From an optimization exercise on the open Yosys and OpenROAD flow, aimed at small area; shortcuts taken in it are not production practice.
The RTL was checked by simulation tests, not by an equivalence proof against the original design.

==> inputs of run a <==
Design poker_board, start of the top module:
module poker_board (
	input        Clk,
	input        Reset,
	input  [7:0] Switches,
	input        SCEN,
	input        Ack,
	input        Check,
	input        Bet,
	input        Call,
	input        Fold,
	output [3:0] Card1, Card2, Card3, Card4, Card5,
	output [3:0] Player1card1, Player1card2, Player2card1, Player2card2,
	output [7:0] Player1balance, Player2balance,
	output       PlayerTurn,
	output       DispCards,
	output       Winner,
	output       Gameover,
	output [5:0] Player1state,
	output [5:0] Player2state,
	output       Betting,
	output [31:0] Digits
);
clock: 20.0 ns
lec_check: 0
abc_area: 1
cap_margin: 20
core_margin: 2
core_utilization: 40
slew_margin: 20
standard.sh (not shown) runs the stock make flow with config.mk's settings and CLKGATE_MAP_FILE= SYNTH_SCRIPT=/design/flow/synth_recipe.tcl, a recipe that flattens the netlist after the stock synthesis.
==> flow/flow/run.sh <==
#!/bin/bash
# Own layout flow: the standard synthesis, then its combinational logic
# re-mapped by ABC for area (every register instance is kept as it is), then
# the standard layout from floorplan to finish.
set -euo pipefail
W=$(pwd)
R=$W/orfs/results/$FLOW_PLATFORM/poker_board/base
LIB=$FLOW_HOME/platforms/$FLOW_PLATFORM/lib/sky130_fd_sc_hd__tt_025C_1v80.lib

bash standard.sh synth > $W/log_1_synth.txt 2>&1
cp $R/1_2_yosys.v $W/std_1_2_yosys.v

DONT_USE=$(sed -n '/^export DONT_USE_CELLS += /,/^$/p' $FLOW_HOME/platforms/$FLOW_PLATFORM/config.mk \
	| grep -o 'sky130_fd_sc_hd__[a-z0-9_]*' | sed 's/^/-dont_use /' | tr '\n' ' ')

yosys -p "
read_liberty -ignore_miss_func $LIB
read_verilog $W/std_1_2_yosys.v
hierarchy -check -top $FLOW_TOP
setattr -mod -set keep_hierarchy 1 sky130_fd_sc_hd__df* sky130_fd_sc_hd__edf* sky130_fd_sc_hd__conb_1
flatten
rename -hide w:*.*
opt -purge
abc -liberty $LIB -script $W/flow/area.abc $DONT_USE $FLOW_TOP
opt_clean -purge
select $FLOW_TOP
write_verilog -noattr -nohex -nodec -selected $W/abc_1_2_yosys.v
" > $W/log_2_resyn.txt 2>&1

yosys -p "
read_liberty -lib $LIB
read_verilog $W/abc_1_2_yosys.v
hierarchy -check -top $FLOW_TOP
hilomap -singleton -hicell sky130_fd_sc_hd__conb_1 HI -locell sky130_fd_sc_hd__conb_1 LO
splitnets
opt_clean -purge
insbuf -buf sky130_fd_sc_hd__buf_4 A X
check -assert
tee -o $W/resyn_stat.txt stat -liberty $LIB
write_verilog -noattr -nohex -nodec $W/resyn_1_2_yosys.v
" > $W/log_3_resyn_check.txt 2>&1

cp $W/resyn_1_2_yosys.v $R/1_2_yosys.v
rm -f $R/1_synth.odb
bash standard.sh BUFFER_PORTS_ARGS="-buffer_cell sky130_fd_sc_hd__buf_1" finish > $W/log_4_layout.txt 2>&1
==> flow/flow/area.abc <==
strash
&get -n
&dch -f
&nf -R 1000
&put
==> run b: changes against run a <==
--- a/flow/design.v
+++ b/flow/design.v
@@ -248,32 +248,19 @@
 	if (!cnt[2])
 		p1rank <= rk;
 endmodule
 module poker_rank (
 	input  [3:0] c0, c1, c2, c3, c4, c5, c6,
-	output [6:0] rk
+	output reg [6:0] rk
 );
 function [7:0] cx;
 	input [3:0] a, b;
-	reg [3:0] gt, ge;
-	reg g;
-	begin
-		gt = a & ~b;
-		ge = a | ~b;
-		g = gt[3] | ge[3] & (gt[2] | ge[2] & (gt[1] | ge[1] & gt[0]));
-		cx = g ? {b, a} : {a, b};
-	end
-endfunction
-function succ;
-	input [3:0] a, b;
-	reg [3:0] a1;
-	begin
-		a1 = a + 4'd1;
-		succ = a1 == b;
-	end
+	cx = (a > b) ? {b, a} : {a, b};
 endfunction
 reg [3:0] d0, d1, d2, d3, d4, d5, d6;
+reg [2:0] hnd;
+reg [3:0] hc;
 always @*
 begin
 	d0 = c0; d1 = c1; d2 = c2; d3 = c3; d4 = c4; d5 = c5; d6 = c6;
 	{d0, d6} = cx(d0, d6);
 	{d2, d3} = cx(d2, d3);
@@ -289,49 +276,50 @@
 	{d2, d3} = cx(d2, d3);
 	{d4, d5} = cx(d4, d5);
 	{d1, d2} = cx(d1, d2);
 	{d3, d4} = cx(d3, d4);
 	{d5, d6} = cx(d5, d6);
-end
-wire e0 = d0 == d1, e1 = d1 == d2, e2 = d2 == d3, e3 = d3 == d4, e4 = d4 == d5, e5 = d5 == d6;
-wire s0 = succ(d0, d1), s1 = succ(d1, d2), s2 = succ(d2, d3), s3 = succ(d3, d4), s4 = succ(d4, d5), s5 = succ(d5, d6);
-wire quad  = e0 & e1 & e2 | e1 & e2 & e3 | e2 & e3 & e4 | e3 & e4 & e5;
-wire full1 = e4 & e5 & (e2 | e1 | e0) | e3 & e4 & (e1 | e0);
-wire full2 = e2 & e3 & (e5 | e0) | e1 & e2 & (e5 | e4) | e0 & e1 & (e5 | e4 | e3);
-wire str1  = s2 & s3 & s4 & s5;
-wire str2  = s1 & s2 & s3 & s4;
-wire str3  = s0 & s1 & s2 & s3;
-wire trip  = e0 & e1 | e1 & e2 | e2 & e3 | e3 & e4 | e4 & e5;
-wire pair  = e0 | e1 | e2 | e3 | e4 | e5;
-wire pair2 = e0 & (e1 | e2 | e3 | e4 | e5) | e1 & (e2 | e3 | e4 | e5) | e2 & (e3 | e4 | e5) | e3 & (e4 | e5) | e4 & e5;
-reg [2:0] hnd;
-reg [1:0] hsel;   
-always @*
-begin
-	hsel = 2'd0;
-	if (quad | full1)
-		hnd = 3'd6 - {2'b00, ~quad};
-	else if (full2)
+	hc = d6;
+	if (d0 == d3 || d1 == d4 || d2 == d5 || d3 == d6)
+		hnd = 3'd6;
+	else if ((d6 == d4 && (d3 == d2 || d2 == d1 || d1 == d0))
+	      || (d5 == d3 && (d2 == d1 || d1 == d0)))
+		hnd = 3'd5;
+	else if ((d4 == d2 && (d6 == d5 || d1 == d0))
+	      || (d3 == d1 && (d6 == d5 || d5 == d4))
+	      || (d2 == d0 && (d6 == d5 || d5 == d4 || d4 == d3)))
 	begin
 		hnd = 3'd5;
-		hsel = e5 ? 2'd0 : e4 ? 2'd1 : 2'd2;
+		if (d6 == d5)
+			hc = d6;
+		else if (d5 == d4)
+			hc = d5;
+		else
+			hc = d4;
 	end
-	else if (str1 | str2 | str3)
+	else if (d5 + 4'd1 == d6 && d4 + 4'd1 == d5 && d2 + 4'd1 == d3 && d3 + 4'd1 == d4)
+		hnd = 3'd4;
+	else if (d4 + 4'd1 == d5 && d1 + 4'd1 == d2 && d2 + 4'd1 == d3 && d3 + 4'd1 == d4)
 	begin
 		hnd = 3'd4;
-		hsel = str1 ? 2'd0 : str2 ? 2'd1 : 2'd2;
+		hc = d5;
 	end
-	else if (trip)
+	else if (d0 + 4'd1 == d1 && d1 + 4'd1 == d2 && d2 + 4'd1 == d3 && d3 + 4'd1 == d4)
+	begin
+		hnd = 3'd4;
+		hc = d4;
+	end
+	else if (d0 == d2 || d1 == d3 || d2 == d4 || d3 == d5 || d4 == d6)
 		hnd = 3'd3;
-	else if (pair2)
+	else if ((d0 == d1) + (d1 == d2) + (d2 == d3) + (d3 == d4) + (d4 == d5) + (d5 == d6) > 1)
 		hnd = 3'd2;
-	else if (pair)
+	else if (d0 == d1 || d1 == d2 || d2 == d3 || d3 == d4 || d4 == d5 || d5 == d6)
 		hnd = 3'd1;
 	else
 		hnd = 3'd0;
+	rk = {hnd, hc};
 end
-assign rk = {hnd, hsel[1] ? d4 : hsel[0] ? d5 : d6};
 endmodule
 module poker_board (
 	input        Clk,
 	input        Reset,
 	input  [7:0] Switches,
@@ -359,37 +347,20 @@
 		.Card1(Card1), .Card2(Card2), .Card3(Card3), .Card4(Card4), .Card5(Card5),
 		.Player1card1(Player1card1), .Player1card2(Player1card2), .Player2card1(Player2card1),
 		.Player2card2(Player2card2), .Player1balance(Player1balance), .Player2balance(Player2balance),
 		.PlayerTurn(PlayerTurn), .DispCards(DispCards), .Winner(Winner), .Gameover(Gameover),
 		.Player1state(Player1state), .Player2state(Player2state), .Betting(Betting));
-	function [3:0] add3;
-		input [3:0] x;
-		begin
-			add3[3] = x[3] | x[2] & (x[1] | x[0]);
-			add3[2] = x[2] & ~x[1] & ~x[0] | x[3] & x[0];
-			add3[1] = ~x[2] & x[1] | x[1] & x[0] | x[3] & ~x[0];
-			add3[0] = ~x[3] & ~x[2] & x[0] | x[2] & x[1] & ~x[0] | x[3] & ~x[0];
-		end
-	endfunction
 	function [11:0] dec3;
 		input [7:0] v;
-		reg [3:0] c1, c2, c3, c4, c5, c6, c7;
-		reg [3:0] h, t, o;
+		reg [7:0] h, t, o;
 		begin
-			c1 = add3({1'b0, v[7:5]});
-			c2 = add3({c1[2:0], v[4]});
-			c3 = add3({c2[2:0], v[3]});
-			c4 = add3({1'b0, c1[3], c2[3], c3[3]});
-			c5 = add3({c3[2:0], v[2]});
-			c6 = add3({c4[2:0], c5[3]});
-			c7 = add3({c5[2:0], v[1]});
-			h = {2'b00, c4[3], c6[3]};
-			t = {c6[2:0], c7[3]};
-			o = {c7[2:0], v[0]};
-			dec3[11:8] = (h == 0) ? 4'd10 : h;
-			dec3[7:4]  = (t == 0) ? 4'd10 : t;
-			dec3[3:0]  = (o == 0) ? 4'd10 : o;
+			h = v / 100;
+			t = (v / 10) % 10;
+			o = v % 10;
+			dec3[11:8] = (h == 0) ? 4'd10 : h[3:0];
+			dec3[7:4]  = (t == 0) ? 4'd10 : t[3:0];
+			dec3[3:0]  = (o == 0) ? 4'd10 : o[3:0];
 		end
 	endfunction
 	wire [7:0] balA = Betting ? ((Player1state == 6'b000100) ? Player1balance : Player2balance)
 	                          : (Winner ? Player2balance : Player1balance);
 	wire [11:0] decA = dec3(balA);
==> flow/run.sh (new file) <==
#!/bin/bash
# synth_recipe.tcl (not shown) runs the flow's synth.tcl, then flattens the netlist and writes it again
# the make line also repeats each setting of config.mk as NAME=value (left out here)
make -C /OpenROAD-flow-scripts/flow DESIGN_CONFIG=/design/flow/config.mk WORK_HOME=/design/flow/orfs CLKGATE_MAP_FILE= SYNTH_SCRIPT=/design/flow/synth_recipe.tcl finish
removed: flow/flow/run.sh
removed: flow/flow/area.abc
removed: flow/standard.sh
==> run_summary.xml <==
<?xml version="1.0" encoding="UTF-8"?>
<metrics>
  <group name="worst_setup_path">
    <metric name="crit_buf_inv" unit="">14</metric>
  </group>
  <group name="routing">
    <metric name="route.detailed.wl_per_inst" unit="um">16.5</metric>
    <metric name="met2WireLength" unit="mm">22.7</metric>
  </group>
  <group name="synthesis">
    <metric name="nets_in_the_synthesized_netlist" unit="">2552</metric>
  </group>
  <group name="final_layout">
    <metric name="buf_share" unit="%">7.11</metric>
    <metric name="post_route_cells_drive_above_1_share" unit="%">8.89</metric>
    <metric name="n_multi_input_combinational_cell" unit="">1836</metric>
  </group>
  <group name="status">
    <metric name="run_status" unit="">finished clean</metric>
  </group>
  <group name="placement">
    <metric name="gp_congestion" unit="">0.909</metric>
  </group>
  <group name="grt">
    <metric name="use_met1" unit="%">32.9</metric>
  </group>
</metrics>
The numbers above come from run b.

==> run_summary.xml <==
<?xml version="1.0" encoding="UTF-8"?>
<metrics>
  <group name="placement">
    <metric name="gp_congestion" unit="">0.950</metric>
  </group>
  <group name="routing">
    <metric name="met2WireLength" unit="mm">15.9</metric>
    <metric name="route.detailed.wl_per_inst" unit="um">18.5</metric>
  </group>
  <group name="status">
    <metric name="run_status" unit="">finished clean</metric>
  </group>
  <group name="final_layout">
    <metric name="buf_share" unit="%">4.50</metric>
    <metric name="n_multi_input_combinational_cell" unit="">1244</metric>
  </group>
  <group name="grt">
    <metric name="use_met1" unit="%">35.4</metric>
  </group>
  <group name="worst_setup_path">
    <metric name="crit_buf_inv" unit="">2</metric>
  </group>
  <group name="synthesis">
    <metric name="nets_in_the_synthesized_netlist" unit="">1436</metric>
  </group>
</metrics>
The numbers above come from run a.

separate check: timing with driven ports:
In the flow no input, the clock included, has a driving cell. The finished layouts below were timed again as built, in two steps.
Step 1, drivers: a clkbuf_16 drives Clk and a buf_2 each remaining input, both assumed.
Step 2 also shifts input and output timing later by t, the mid clock arrival at the registers, as if the neighbouring blocks saw the same clock.
Slacks: ideal ports / drivers / drivers and shift; pairs: ideal ports / drivers.
run | t, ns | slack for setup (ns) | pins driven straight from the clock port
run a | 0.407 | 6.483 / 6.483 / 6.483 | 1
run b | 0.417 | 3.656 / 3.656 / 3.656 | 1
After both steps setup and hold are still met in every run listed.
